This is an optimization exercise on Yosys and OpenROAD, whose aim is small area and a short achievable clock period, not a production implementation. The RTL was checked by simulation tests, not by an equivalence proof against the original design. Power and IR drop assume default switching activity.

build 90:
// softmax
module softmax (clk, out, in, lut_wr, execute, fetch, reset, mode);
For scale: roughly 5,600 cells after synthesis, ~1,100 flip-flops, ~140 I/O pins, about 74,000 µm² of cells after synthesis.
export LEC_CHECK = 0
export CAP_MARGIN = 20
export CORE_MARGIN = 2
export CORE_UTILIZATION = 65
export CTS_CLUSTER_DIAMETER = 100
export CTS_CLUSTER_SIZE = 24
export SLEW_MARGIN = 40
create_clock -name core_clock -period 33.0 [get_ports {clk}]
standard.sh (not shown) runs the stock make flow with config.mk's settings and CLKGATE_MAP_FILE= SYNTH_SCRIPT=/design/flow/synth_recipe.tcl, a recipe that flattens the netlist after the stock synthesis.
==> flow/flow/run.sh <==
#!/bin/bash
# The standard layout, with stronger port buffers than the flow's default
# choice (a delay cell), so that the output ports are driven by a plain buffer.
set -euo pipefail
export BUFFER_PORTS_ARGS="-buffer_cell sky130_fd_sc_hd__buf_4"
bash standard.sh > standard.log 2>&1
## Diff of input files: build 25 against build 90
Settings: CAP_MARGIN: 20 -> 40; SLEW_MARGIN: 40 -> 60.
--- outcome ---
- Against build 90, buffer count excluding the clock tree in the final layout in build 25 rose by a little under 10%.
- Delta (build 25 minus build 90): actual transition at the worst max-transition pin saw a decrease, final net count saw an increase.
- Setup slack in build 25 is smaller than in build 90.
- Build 25 vs build 90: clock-buffer cell count up in build 25
- The number of cells on the worst reg-to-reg path in build 25 sits 15% below the value recorded for build 90.
The inputs of build 42 differ from those of build 25 as listed below.
Settings: changing CORE_UTILIZATION from 65 to 72; changing SLEW_MARGIN from 60 to 40.
--- a/flow/flow/run.sh
+++ b/flow/flow/run.sh
@@ -5 +5 @@
-export BUFFER_PORTS_ARGS="-buffer_cell sky130_fd_sc_hd__buf_4"
+export BUFFER_PORTS_ARGS="-buffer_cell sky130_fd_sc_hd__buf_2"
[summary]
Summary: clock skew after layout, build 42 better than build 25
For power attributed to sequential cells, build 42 and build 25 come out practically identical.
Comparing build 42 with build 25, the area of the multi-input gates came out essentially unchanged.
| worst-case vdd ir drop | build 42 vs build 25 | about 20% higher |
On placer congestion estimate, the higher figure sits with build 42, not build 25.
Looking at area added between synthesis and finish, build 42 sits 1.6 points lower than build 25 does.
Every stage of the flow completed for build 42, and the final layout passed the timing, design-rule and antenna checks.
Changes in build 34 relative to build 42:
--- a/flow/flow/run.sh
+++ b/flow/flow/run.sh
@@ -5 +5 @@
-export BUFFER_PORTS_ARGS="-buffer_cell sky130_fd_sc_hd__buf_2"
+export BUFFER_PORTS_ARGS="-buffer_cell sky130_fd_sc_hd__buf_6"
--- outcome ---
All of build 34 and build 42 finish clean. When build 34 is set beside build 42, its first-iteration DRC count turns out to be 179 larger. Build 42 -> build 34: total number of tap cells delta 0, exact match. Relative to build 42, area overhead of the layout relative to synthesis increased by 1.1 points in build 34. There was hardly any difference in clock power between build 42 and build 34. Compared with build 42, build 34 shows first-pass GRT wire length that has gone up slightly. From build 42 to build 34, total setup violations reported at the end of the flow did not move at all. Max proportion of total power due to net switching across build 34 and build 42: build 34. When build 34 is measured against build 42, its routed via count divided by cell count turns out 0.48% higher. Build 34 vs build 42 on post-detailed-placement cell area: build 34 is the higher one. Diff build 34..build 42 | die area | negligible. Post-route clock period utilization: build 42 vs build 34, no meaningful difference.

========
12-07:
Starting RTL as in the previous note.
==> flow/config.mk <==
export PLATFORM = sky130hd
export DESIGN_NAME = softmax
export DESIGN_NICKNAME = softmax
export VERILOG_FILES = /design/flow/design.v
export SDC_FILE = /design/flow/constraint.sdc
export NUM_CORES = 4
export LEC_CHECK = 0
export CAP_MARGIN = 40
export CORE_MARGIN = 2
export CORE_UTILIZATION = 72
export CTS_CLUSTER_DIAMETER = 60
export CTS_CLUSTER_SIZE = 30
export SLEW_MARGIN = 40
==> flow/constraint.sdc <==
create_clock -name core_clock -period 33.0 [get_ports {clk}]
set_input_delay 6.6000 -clock core_clock [delete_from_list [all_inputs] [get_ports {clk}]]
set_output_delay 6.6000 -clock core_clock [all_outputs]
set_load 0.01 [all_outputs]
==> flow/flow/run.sh <==
#!/bin/bash
# The standard layout, with stronger port buffers than the flow's default
# choice (a delay cell), so that the output ports are driven by a plain buffer.
set -euo pipefail
export BUFFER_PORTS_ARGS="-buffer_cell sky130_fd_sc_hd__buf_4"
bash standard.sh > standard.log 2>&1
The inputs of 05-22 differ from those of 12-07 as listed below.
- CTS_CLUSTER_SIZE: 30 -> 16
- CTS_CLUSTER_DIAMETER: 60 -> 100
Notes after the runs:
Core utilization was higher in the run labelled 12-07.
Taking 12-07 as the reference point, the total power of 05-22 falls by 3.0%.
[compare] base=12-07 new=05-22: power density of the placed cells fell by about 1.7%, clock net sink count held steady.

static timing again, ports no longer ideal:
No port has a modelled driver above. Below, the same layouts with a new extraction and two added sets of constraints. Step 1 sets driving cells, clkbuf_16 on the clock port and buf_2 on the other inputs (assumed; they add their load-dependent delay and slew). Step 2, shift: input delay + t, output delay - t, t = (earliest + latest rising clock arrival at the registers) / 2. This alone moves slack from input paths to output paths. Slacks: ideal / step 1 / step 2; pairs: ideal / step 1.
| run | t (ns) | setup WS [ns] | worst slew at a driven data input, ns |
|---|---|---|---|
| build 90 | 0.798 | 25.128 / 25.047 / 25.505 | 0.06 |
| build 25 | 0.783 | 25.121 / 25.045 / 25.480 | 0.07 |
| build 42 | 0.782 | 25.139 / 25.062 / 25.239 | 0.05 |
| build 34 | 0.787 | 25.144 / 25.063 / 25.415 | 0.07 |
| 12-07 | 0.776 | 25.151 / 25.070 / 25.341 | 0.05 |
| 05-22 | 0.774 | 25.159 / 25.077 / 25.331 | 0.05 |
After both steps setup and hold are still met in every run listed.
